This design comes from an exercise in tuning for small area, a short achievable clock period and few clock cycles on the open sky130 flow, not from production work. Where RTL was checked, it was by simulation tests only, not by an equivalence proof against the original. No driver is modelled on the clock port, so clocking that relies on it looks cheaper here than on a real chip. Power and IR drop assume default switching activity.

Setup of run a:
==> module interpolation, before the edit <==
module interpolation (
    input           clk,
    input           RST,
    input           START,
    input   [5:0]   H0,
    input   [5:0]   V0,
    input   [3:0]   SW,
    input   [3:0]   SH,
    output          REN,
    input   [7:0]   R_DATA,
    output  [11:0]  ADDR,
    output  [7:0]   O_DATA,
    output          O_VALID
);
function [11:0] addc;
    input [11:0] x;
    input [11:0] y;
    input        ci;
    reg c;
    integer k;
    begin
        c = ci;
        for (k = 0; k < 12; k = k + 1) begin
            addc[k] = x[k] ^ y[k] ^ c;
            c = (x[k] & y[k]) | (x[k] & c) | (y[k] & c);
        end
    end
endfunction
function [11:0] add12;
    input [11:0] x;
    input [11:0] y;
    begin
        add12 = addc(x, y, 1'b0);
    end
endfunction
function [7:0] lerp;
    input [7:0] a;
    input [7:0] b;
    input [3:0] w;
    reg [11:0] t0, t1, t2, t3, t4, s1, c1, s2, c2, s3, c3, s;
    begin
        t0 = {4'b0, a};
        t1 = {4'b0, w[0] ? b : a};
        t2 = {3'b0, w[1] ? b : a, 1'b0};
        t3 = {2'b0, w[2] ? b : a, 2'b0};
        t4 = {1'b0, w[3] ? b : a, 3'b0};
        s1 = t0 ^ t1 ^ t2;
        c1 = {(t0 & t1) | (t0 & t2) | (t1 & t2), 1'b0};
        s2 = s1 ^ c1 ^ t3;
        c2 = {(s1 & c1) | (s1 & t3) | (c1 & t3), 1'b0};
        s3 = s2 ^ c2 ^ t4;
        c3 = {(s2 & c2) | (s2 & t4) | (c2 & t4), 1'b0};
        s = add12(s3, c3);
        lerp = s[11:4];
    end
endfunction
localparam [4:0] LFSR16 = 5'd24;
reg [3:0] swm1, shm1;
reg        r_act;            
reg        r_low;            
reg [3:0]  r_c;              
reg [4:0]  r_j;              
reg [3:0]  r_y;              
reg [11:0] addr_q;
reg        ren_q;
reg        start_q;          
reg        v1, u1, v2, u2;
reg [3:0]  y1, y2;
reg [7:0]  rd, hold;
reg [7:0]  q0, q1, q2, q3;
reg [2:0]  cnt;              
reg [2:0]  alloc;            
reg [4:0]  c_i;              
reg [3:0]  c_x;              
reg [7:0]  o_data;
reg        o_valid;
assign REN = ren_q;
assign ADDR = addr_q;
assign O_DATA = o_data;
assign O_VALID = o_valid;
wire       c_last_i = (c_i == LFSR16);
wire       c_go = (cnt != 3'd0) && (c_x == 4'd0 || cnt[2:1] != 2'b00);
wire [11:0] cx_sum = add12({8'd0, c_x}, {8'd0, swm1});
wire       pop = c_go && (c_last_i || cx_sum[4]);
reg        n_low, n_more;
reg [3:0]  n_c;
reg [4:0]  n_j;
reg [3:0]  n_y;
reg [5:0]  n_dc;             
reg        n_ci;
reg [5:0]  n_dr;             
reg [11:0] ysum;
reg [11:0] rc_inc;
always @(*) begin
    n_c = r_c;
    n_j = r_j;
    n_y = r_y;
    n_dc = 6'd0;
    n_ci = !r_low;
    n_low = 1'b0;
    n_more = 1'b1;
    n_dr = 6'd0;
    rc_inc = add12({8'd0, r_c}, 12'd1);
    ysum = add12({8'd0, r_y}, {8'd0, shm1});
    if (r_low) begin
        n_dr = 6'h3f;
    end else if (r_c != swm1) begin
        n_c = rc_inc[3:0];
        n_low = (r_y != 4'd0);
        n_dr = {5'd0, n_low};
    end else begin
        n_c = 4'd0;
        n_j = {r_j[3:0], r_j[4] ^ r_j[2]};
        n_y = ysum[3:0];
        n_dc = {2'b11, ~swm1};       
        n_low = (ysum[3:0] != 4'd0);
        n_dr = {4'd0, ysum[4] & n_low, ysum[4] ^ n_low};
        n_more = (r_j != LFSR16);
    end
end
wire [11:0] row_sum = add12({6'd0, addr_q[11:6]}, {6'd0, n_dr & {6{issue}}});
wire [11:0] col_sum = addc({6'd0, addr_q[5:0]}, {6'd0, n_dc & {6{issue}}}, n_ci & issue);
wire credit = (alloc != 3'd4) || pop;
wire issue = r_act && !start_q && n_more && (r_low || credit);
wire       push = v2 && u2;
wire [7:0] kv = lerp(rd, hold, y2);
reg [7:0] s0, s1, s2, s3;
reg [2:0] wi;
always @(*) begin
    s0 = pop ? q1 : q0;
    s1 = pop ? q2 : q1;
    s2 = pop ? q3 : q2;
    s3 = q3;
    wi = cnt - {2'b0, pop};
    if (push) begin
        case (wi[1:0])
            2'd0: s0 = kv;
            2'd1: s1 = kv;
            2'd2: s2 = kv;
            2'd3: s3 = kv;
        endcase
    end
end
wire [11:0] sw_dec = add12({8'd0, SW}, 12'hfff);
wire [11:0] sh_dec = add12({8'd0, SH}, 12'hfff);
always @(posedge clk) begin
    rd <= R_DATA;
    hold <= rd;
    y1 <= start_q ? 4'd0 : r_y;
    u1 <= start_q || !r_low;
    y2 <= y1;
    u2 <= u1;
    q0 <= s0;
    q1 <= s1;
    q2 <= s2;
    q3 <= s3;
    o_data <= lerp(q0, q1, c_x);
    ren_q <= !(START || issue);
    if (START) begin
        swm1 <= sw_dec[3:0];
        shm1 <= sh_dec[3:0];
    end
    addr_q <= START ? {V0, H0} : {row_sum[5:0], col_sum[5:0]};
    if (start_q) begin
        r_low <= 1'b0;
        r_c <= 4'd0;
        r_j <= 5'd1;
        r_y <= 4'd0;
        c_i <= 5'd1;
        c_x <= 4'd0;
    end else begin
        if (issue) begin
            r_low <= n_low;
            r_c <= n_c;
            r_j <= n_j;
            r_y <= n_y;
        end
        if (c_go) begin
            if (c_last_i) begin
                c_i <= 5'd1;
                c_x <= 4'd0;
            end else begin
                c_i <= {c_i[3:0], c_i[4] ^ c_i[2]};
                c_x <= cx_sum[3:0];
            end
        end
    end
end
always @(posedge clk or posedge RST) begin
    if (RST) begin
        r_act <= 1'b0;
        start_q <= 1'b0;
        v1 <= 1'b0;
        v2 <= 1'b0;
        cnt <= 3'd0;
        alloc <= 3'd0;
        o_valid <= 1'b0;
    end else begin
        v1 <= !ren_q && (r_act || start_q);
        v2 <= v1;
        o_valid <= c_go;
        start_q <= START;
        if (start_q) begin
            r_act <= 1'b1;
            cnt <= 3'd0;
            alloc <= 3'd1;
        end else begin
            if (!n_more)
                r_act <= 1'b0;
            cnt <= cnt + {2'b0, push} - {2'b0, pop};
            alloc <= alloc + {2'b0, issue && !r_low} - {2'b0, pop};
        end
    end
end
endmodule
export LEC_CHECK = 0
export CAP_MARGIN = 20
export CORE_MARGIN = 2
export CORE_UTILIZATION = 60
export SLEW_MARGIN = 20
create_clock -name core_clock -period 30.0 [get_ports {clk}]
standard.sh (not shown) runs the stock make flow with config.mk's settings and CLKGATE_MAP_FILE= SYNTH_SCRIPT=/design/flow/synth_recipe.tcl, a recipe that flattens the netlist after the stock synthesis.
==> flow/flow/run.sh <==
#!/bin/bash
# The standard ORFS layout (the standard.sh) with these changes:
#  - the port buffers are sky130_fd_sc_hd__buf_2 cells instead of the
#    cell buffer_ports picks by itself (a slow clkdlybuf4s50);
#  - the clock tree is one level of four sky130_fd_sc_hd__clkbuf_16 cells,
#    one per quarter of the placed flip-flops (equal counts), built before the CTS step
#    (pre_cts.tcl), which then leaves the clock nets alone.
# make's full output goes to standard.log; ORFS keeps each step's log under
# orfs/logs.
set -euo pipefail
here="$(cd "$(dirname "${BASH_SOURCE[0]}")" && pwd)"
export BUFFER_PORTS_ARGS="-buffer_cell sky130_fd_sc_hd__buf_2"
export PRE_RESIZE_TCL="$here/pre_resize.tcl"
export PRE_CTS_TCL="$here/pre_cts.tcl"
export CTS_ARGS="-repair_clock_nets -dont_use_dummy_load"
bash standard.sh finish > standard.log 2>&1
Other scripts of this flow, unchanged in this note and not shown: flow/flow/pre_cts.tcl, flow/flow/pre_resize.tcl
Looking at the reports, run a completed the entire flow and the layout it produced met the timing, design-rule and antenna checks.
Setup changes, run a to run b
-- flow/design.v --
<<< run a, line 46
        t4 = {1'b0, w[3] ? b : a, 3'b0};
        s1 = t0 ^ t1 ^ t2;
        c1 = {(t0 & t1) | (t0 & t2) | (t1 & t2), 1'b0};
        s2 = s1 ^ c1 ^ t3;
        c2 = {(s1 & c1) | (s1 & t3) | (c1 & t3), 1'b0};
        s3 = s2 ^ c2 ^ t4;
        c3 = {(s2 & c2) | (s2 & t4) | (c2 & t4), 1'b0};
        s = add12(s3, c3);
        lerp = s[11:4];
>>> run b, line 46
        t4 = {1'b0, w[3] ? b : a, 3'b0};
        s1 = t0 ^ t1 ^ t2;
        c1 = {((t0 & t1) | (t0 & t2) | (t1 & t2)) << 1};
        s2 = s1 ^ c1 ^ t3;
        c2 = {((s1 & c1) | (s1 & t3) | (c1 & t3)) << 1};
        s3 = s2 ^ c2 ^ t4;
        c3 = {((s2 & c2) | (s2 & t4) | (c2 & t4)) << 1};
        s = add12(s3, c3);
        lerp = s[11:4];
Notes after the runs:
Run b went all the way through the flow, and no timing, DRC or antenna check failed.
Diff run a..run b | multiplexer fraction of the synthesized cell area | unchanged
NOTE power run a->run b increased slightly
Any difference in final worst slack between run b and run a is small enough to ignore.
In terms of final weighted congestion in routability-driven placement, run a and run b differ only marginally.
Any difference in clock network latency to the later pin of the worst-skew pair between run b and run a is small enough to ignore.
Final hold slack: run a vs run b — no meaningful difference
Compared with run a, in run b combinational power essentially unchanged, register-to-register slack decreased 0.02 ns, clock network power increased about 2%.
Testbench counts of run b, summed over its fixed seeds: cycles 21,452.
The RTL of run a was laid out without a check of its function.


Another version of the RTL of interpolation (not shown whole).
Size in the first run: roughly 120 flip-flops, about 53 I/O pins.
==> flow/design.v (excerpt) <==
module interpolation (
    input           clk,
    input           RST,
    input           START,
    input   [5:0]   H0,
    input   [5:0]   V0,
    input   [3:0]   SW,
    input   [3:0]   SH,
    output          REN,
    input   [7:0]   R_DATA,
    output  [11:0]  ADDR,
    output  [7:0]   O_DATA,
    output          O_VALID
);
function [11:0] addc;
    input [11:0] x;
    input [11:0] y;
    input        ci;
    reg c;
    integer k;
    begin
        c = ci;
        for (k = 0; k < 12; k = k + 1) begin
            addc[k] = x[k] ^ y[k] ^ c;
            c = (x[k] & y[k]) | (x[k] & c) | (y[k] & c);
        end
    end
endfunction
function [11:0] add12;
    input [11:0] x;
    input [11:0] y;
    begin
        add12 = addc(x, y, 1'b0);
    end
endfunction
function [7:0] lerp;
    input [7:0] a;
    input [7:0] b;
    input [3:0] w;
    reg [11:0] t0, t1, t2, t3, t4, s1, c1, s2, c2, s3, c3, s;
    begin
        t0 = {4'b0, a};
        t1 = {4'b0, w[0] ? b : a};
        t2 = {3'b0, w[1] ? b : a, 1'b0};
        t3 = {2'b0, w[2] ? b : a, 2'b0};
        t4 = {1'b0, w[3] ? b : a, 3'b0};
        s1 = t0 ^ t1 ^ t2;
        c1 = {(t0 & t1) | (t0 & t2) | (t1 & t2), 1'b0};
        s2 = s1 ^ c1 ^ t3;
        c2 = {(s1 & c1) | (s1 & t3) | (c1 & t3), 1'b0};
        s3 = s2 ^ c2 ^ t4;
        c3 = {(s2 & c2) | (s2 & t4) | (c2 & t4), 1'b0};
        s = add12(s3, c3);
        lerp = s[11:4];
    end
endfunction
localparam [4:0] LFSR16 = 5'd24;
reg [3:0] swm1, shm1;
reg        r_act;            
reg        r_low;            
reg [3:0]  r_c;              
reg [4:0]  r_j;              
reg [3:0]  r_y;              
reg [11:0] addr_q;
reg        ren_q;
reg        start_q;          
reg        v1, u1, v2, u2;
reg [3:0]  y1, y2;
reg [7:0]  rd, hold;
reg [7:0]  q0, q1, q2, q3;
reg [2:0]  cnt;              
reg [2:0]  alloc;            
reg [4:0]  c_i;              
reg [3:0]  c_x;              
reg [7:0]  o_data;
reg        o_valid;
assign REN = ren_q;
assign ADDR = addr_q;
assign O_DATA = o_data;
assign O_VALID = o_valid;
wire       c_last_i = (c_i == LFSR16);
wire       c_go = (cnt != 3'd0) && (c_x == 4'd0 || cnt[2:1] != 2'b00);
  ...
==> module interpolation, before the edit <==
module interpolation (
    input           clk,
    input           RST,
    input           START,
    input   [5:0]   H0,
    input   [5:0]   V0,
    input   [3:0]   SW,
    input   [3:0]   SH,
    output          REN,
    input   [7:0]   R_DATA,
    output  [11:0]  ADDR,
    output  [7:0]   O_DATA,
    output          O_VALID
);
function [11:0] addc;
    input [11:0] x;
    input [11:0] y;
    input        ci;
    reg c;
    integer k;
    begin
        c = ci;
        for (k = 0; k < 12; k = k + 1) begin
            addc[k] = x[k] ^ y[k] ^ c;
            c = (x[k] & y[k]) | (x[k] & c) | (y[k] & c);
        end
    end
endfunction
function [11:0] add12;
    input [11:0] x;
    input [11:0] y;
    begin
        add12 = addc(x, y, 1'b0);
    end
endfunction
function [7:0] lerp;
    input [7:0] a;
    input [7:0] b;
    input [3:0] w;
    reg [11:0] t0, t1, t2, t3, t4, s1, c1, s2, c2, s3, c3, s;
    begin
        t0 = {4'b0, a};
        t1 = {4'b0, w[0] ? b : a};
        t2 = {3'b0, w[1] ? b : a, 1'b0};
        t3 = {2'b0, w[2] ? b : a, 2'b0};
        t4 = {1'b0, w[3] ? b : a, 3'b0};
        s1 = t0 ^ t1 ^ t2;
        c1 = {(t0 & t1) | (t0 & t2) | (t1 & t2), 1'b0};
        s2 = s1 ^ c1 ^ t3;
        c2 = {(s1 & c1) | (s1 & t3) | (c1 & t3), 1'b0};
        s3 = s2 ^ c2 ^ t4;
        c3 = {(s2 & c2) | (s2 & t4) | (c2 & t4), 1'b0};
        s = add12(s3, c3);
        lerp = s[11:4];
    end
endfunction
localparam [4:0] LFSR16 = 5'd24;
reg [3:0] swm1, shm1;
reg        r_act;            
reg        r_low;            
reg [3:0]  r_c;              
reg [4:0]  r_j;              
reg [3:0]  r_y;              
reg [11:0] addr_q;
reg        ren_q;
reg        start_q;          
reg        v1, u1, v2, u2;
reg [3:0]  y1, y2;
reg [7:0]  rd, hold;
reg [7:0]  q0, q1, q2, q3;
reg [2:0]  cnt;              
reg [2:0]  alloc;            
reg [4:0]  c_i;              
reg [3:0]  c_x;              
reg [7:0]  o_data;
reg        o_valid;
assign REN = ren_q;
assign ADDR = addr_q;
assign O_DATA = o_data;
assign O_VALID = o_valid;
wire       c_last_i = (c_i == LFSR16);
wire       c_go = (cnt != 3'd0) && (c_x == 4'd0 || cnt[2:1] != 2'b00);
wire [11:0] cx_sum = add12({8'd0, c_x}, {8'd0, swm1});
wire       pop = c_go && (c_last_i || cx_sum[4]);
reg        n_low, n_more;
reg [3:0]  n_c;
reg [4:0]  n_j;
reg [3:0]  n_y;
reg [5:0]  n_dc;             
reg        n_ci;
reg [5:0]  n_dr;             
reg [11:0] ysum;
reg [11:0] rc_inc;
always @(*) begin
    n_c = r_c;
    n_j = r_j;
    n_y = r_y;
    n_dc = 6'd0;
    n_ci = !r_low;
    n_low = 1'b0;
    n_more = 1'b1;
    n_dr = 6'd0;
    rc_inc = add12({8'd0, r_c}, 12'd1);
    ysum = add12({8'd0, r_y}, {8'd0, shm1});
    if (r_low) begin
        n_dr = 6'h3f;
    end else if (r_c != swm1) begin
        n_c = rc_inc[3:0];
        n_low = (r_y != 4'd0);
        n_dr = {5'd0, n_low};
    end else begin
        n_c = 4'd0;
        n_j = {r_j[3:0], r_j[4] ^ r_j[2]};
        n_y = ysum[3:0];
        n_dc = {2'b11, ~swm1};       
        n_low = (ysum[3:0] != 4'd0);
        n_dr = {4'd0, ysum[4] & n_low, ysum[4] ^ n_low};
        n_more = (r_j != LFSR16);
    end
end
wire [11:0] row_sum = add12({6'd0, addr_q[11:6]}, {6'd0, n_dr});
wire [11:0] col_sum = addc({6'd0, addr_q[5:0]}, {6'd0, n_dc}, n_ci);
wire credit = (alloc != 3'd4) || pop;
wire issue = r_act && !start_q && n_more && (r_low || credit);
wire       push = v2 && u2;
wire [7:0] kv = lerp(rd, hold, y2);
reg [7:0] s0, s1, s2, s3;
reg [2:0] wi;
always @(*) begin
    s0 = pop ? q1 : q0;
    s1 = pop ? q2 : q1;
    s2 = pop ? q3 : q2;
    s3 = q3;
    wi = cnt - {2'b0, pop};
    if (push) begin
        case (wi[1:0])
            2'd0: s0 = kv;
            2'd1: s1 = kv;
            2'd2: s2 = kv;
            2'd3: s3 = kv;
        endcase
    end
end
wire [11:0] sw_dec = add12({8'd0, SW}, 12'hfff);
wire [11:0] sh_dec = add12({8'd0, SH}, 12'hfff);
always @(posedge clk) begin
    rd <= R_DATA;
    hold <= rd;
    y1 <= start_q ? 4'd0 : r_y;
    u1 <= start_q || !r_low;
    y2 <= y1;
    u2 <= u1;
    q0 <= s0;
    q1 <= s1;
    q2 <= s2;
    q3 <= s3;
    o_data <= lerp(q0, q1, c_x);
    ren_q <= !(START || issue);
    if (START) begin
        swm1 <= sw_dec[3:0];
        shm1 <= sh_dec[3:0];
    end
    if (START)
        addr_q <= {V0, H0};
    else if (issue)
        addr_q <= {row_sum[5:0], col_sum[5:0]};
    if (start_q) begin
        r_low <= 1'b0;
        r_c <= 4'd0;
        r_j <= 5'd1;
        r_y <= 4'd0;
        c_i <= 5'd1;
        c_x <= 4'd0;
    end else begin
        if (issue) begin
            r_low <= n_low;
            r_c <= n_c;
            r_j <= n_j;
            r_y <= n_y;
        end
        if (c_go) begin
            if (c_last_i) begin
                c_i <= 5'd1;
                c_x <= 4'd0;
            end else begin
                c_i <= {c_i[3:0], c_i[4] ^ c_i[2]};
                c_x <= cx_sum[3:0];
            end
        end
    end
end
always @(posedge clk or posedge RST) begin
    if (RST) begin
        r_act <= 1'b0;
        start_q <= 1'b0;
        v1 <= 1'b0;
        v2 <= 1'b0;
        cnt <= 3'd0;
        alloc <= 3'd0;
        o_valid <= 1'b0;
    end else begin
        v1 <= !ren_q && (r_act || start_q);
        v2 <= v1;
        o_valid <= c_go;
        start_q <= START;
        if (start_q) begin
            r_act <= 1'b1;
            cnt <= 3'd0;
            alloc <= 3'd1;
        end else begin
            if (!n_more)
                r_act <= 1'b0;
            cnt <= cnt + {2'b0, push} - {2'b0, pop};
            alloc <= alloc + {2'b0, issue && !r_low} - {2'b0, pop};
        end
    end
end
endmodule
export LEC_CHECK = 0
export CAP_MARGIN = 20
export CORE_MARGIN = 2
export CORE_UTILIZATION = 60
export SLEW_MARGIN = 20
create_clock -name core_clock -period 30.0 [get_ports {clk}]
==> flow/flow/pre_cts.tcl <==
# Clock tree of one level: the clock port drives four clkbuf_16 cells. The
# placed flip-flops are split into two halves at the median x, each half
# into two at its own median y, and each buffer is placed at the centre of
# its quarter. clock_tree_synthesis then leaves these nets as they are.
set block [ord::get_db_block]
set clknet [$block findNet clk]
set sinks {}
foreach it [$clknet getITerms] {
  set loc [[$it getInst] getLocation]
  lappend sinks [list [lindex $loc 0] [lindex $loc 1] $it]
}
set sinks [lsort -integer -index 0 $sinks]
set half [expr {[llength $sinks] / 2}]
set groups {}
foreach part [list [lrange $sinks 0 [expr {$half - 1}]] [lrange $sinks $half end]] {
  set part [lsort -integer -index 1 $part]
  set h [expr {[llength $part] / 2}]
  lappend groups [lrange $part 0 [expr {$h - 1}]] [lrange $part $h end]
}
set master [[ord::get_db] findMaster sky130_fd_sc_hd__clkbuf_16]
set q 0
foreach g $groups {
  set buf [odb::dbInst_create $block $master "clkbuf_q$q"]
  set net [odb::dbNet_create $block "clknet_q$q"]
  $net setSigType CLOCK
  [$buf findITerm A] connect $clknet
  [$buf findITerm X] connect $net
  set sx 0
  set sy 0
  foreach s $g {
    set it [lindex $s 2]
    $it disconnect
    $it connect $net
    incr sx [lindex $s 0]
    incr sy [lindex $s 1]
  }
  $buf setLocation [expr {$sx / [llength $g]}] [expr {$sy / [llength $g]}]
  $buf setPlacementStatus PLACED
  puts "clock buffer clkbuf_q$q: [llength $g] flip-flops"
  incr q
}
set_cts_config -skip_nets {clk clknet_q0 clknet_q1 clknet_q2 clknet_q3}
==> flow/flow/pre_resize.tcl <==
foreach port [all_inputs] {
  set pname [get_full_name $port]
  if {$pname == "clk"} { continue }
  foreach pin [get_pins -quiet -of_objects [get_nets $pname]] {
    set inst [get_cells -of_objects $pin]
    if {![string match "*__buf_*" [get_property $inst ref_name]]} { continue }
    set out [get_pins -of_objects $inst -filter "direction == output"]
    set fanout [llength [get_pins -of_objects [get_nets -of_objects $out] -filter "direction == input"]]
    if {$fanout > 16} {
      set cell sky130_fd_sc_hd__buf_8
    } elseif {$fanout <= 4} {
      set cell sky130_fd_sc_hd__buf_1
    } else {
      continue
    }
    puts "port $pname: buffer [get_full_name $inst] drives $fanout pins, now $cell"
    replace_cell $inst $cell
  }
}
Scripts as last shown in full above: flow/flow/run.sh
Testbench counts at the start, summed over its fixed seeds: cycles 21,452.
Edit:
--- a/flow/design.v
+++ b/flow/design.v
@@ -45,11 +45,11 @@
         t3 = {2'b0, w[2] ? b : a, 2'b0};
         t4 = {1'b0, w[3] ? b : a, 3'b0};
         s1 = t0 ^ t1 ^ t2;
-        c1 = {(t0 & t1) | (t0 & t2) | (t1 & t2), 1'b0};
+        c1 = {((t0 & t1) | (t0 & t2) | (t1 & t2)) << 1};
         s2 = s1 ^ c1 ^ t3;
-        c2 = {(s1 & c1) | (s1 & t3) | (c1 & t3), 1'b0};
+        c2 = {((s1 & c1) | (s1 & t3) | (c1 & t3)) << 1};
         s3 = s2 ^ c2 ^ t4;
-        c3 = {(s2 & c2) | (s2 & t4) | (c2 & t4), 1'b0};
+        c3 = {((s2 & c2) | (s2 & t4) | (c2 & t4)) << 1};
         s = add12(s3, c3);
         lerp = s[11:4];
     end
@@ -118,10 +118,10 @@
         n_more = (r_j != LFSR16);
     end
 end
-wire [11:0] row_sum = add12({6'd0, addr_q[11:6]}, {6'd0, n_dr});
-wire [11:0] col_sum = addc({6'd0, addr_q[5:0]}, {6'd0, n_dc}, n_ci);
 wire credit = (alloc != 3'd4) || pop;
 wire issue = r_act && !start_q && n_more && (r_low || credit);
+wire [11:0] row_sum = add12({6'd0, addr_q[11:6]}, {6'd0, n_dr & {6{issue}}});
+wire [11:0] col_sum = addc({6'd0, addr_q[5:0]}, {6'd0, n_dc & {6{issue}}}, n_ci & issue);
 wire       push = v2 && u2;
 wire [7:0] kv = lerp(rd, hold, y2);
 reg [7:0] s0, s1, s2, s3;
@@ -160,10 +160,7 @@
         swm1 <= sw_dec[3:0];
         shm1 <= sh_dec[3:0];
     end
-    if (START)
-        addr_q <= {V0, H0};
-    else if (issue)
-        addr_q <= {row_sum[5:0], col_sum[5:0]};
+    addr_q <= START ? {V0, H0} : {row_sum[5:0], col_sum[5:0]};
     if (start_q) begin
         r_low <= 1'b0;
         r_c <= 4'd0;
Outcome: The changed run produced a clean layout. Area after synthesis falls by about 1.4%. Register-to-register slack got worse by 20 ps. Utilization increases by 1.3 points. Clock skew is about the same. Cell count is about the same. Global-route usage rose by 0.47 points. Wire length rises by 2.8%. Setup slack gets better by 73 ps. Design area drops by 1.5%.
Testbench counts after the change, summed over its fixed seeds: cycles 21,452.

port drivers added, routing unchanged:
The flow's constraints put no driver on any port. The routed layouts listed below were extracted and timed again, unchanged, in two steps. Step 1 (the two cells are an assumption about what drives the block):
set clk [get_ports {clk}]
set_driving_cell -lib_cell sky130_fd_sc_hd__clkbuf_16 $clk
set_driving_cell -lib_cell sky130_fd_sc_hd__buf_2 [delete_from_list [all_inputs] $clk]
Step 2, shift: input delay + t, output delay - t, t = (earliest + latest rising clock arrival at the registers) / 2. This alone moves slack from input paths to output paths. Slacks: ideal ports / drivers / drivers and shift; pairs: ideal ports / drivers.
run | shift t [ns] | slack for setup (ns) | hold slack, ns | worst setup path after step 2 | cell pins on the clock port's net
run a | 0.246 | 23.288 / 23.218 / 23.094 | 0.336 / 0.336 / 0.336 | input to register | 4
run b | 0.248 | 23.288 / 23.211 / 23.091 | 0.336 / 0.336 / 0.336 | input to register | 4
the first run of note 2 | 0.251 | 23.215 / 23.133 / 23.081 | 0.329 / 0.329 / 0.329 | input to register | 4
the second run of note 2 | 0.248 | 23.288 / 23.211 / 23.091 | 0.336 / 0.336 / 0.336 | input to register | 4
After both steps setup and hold are still met in every run listed.
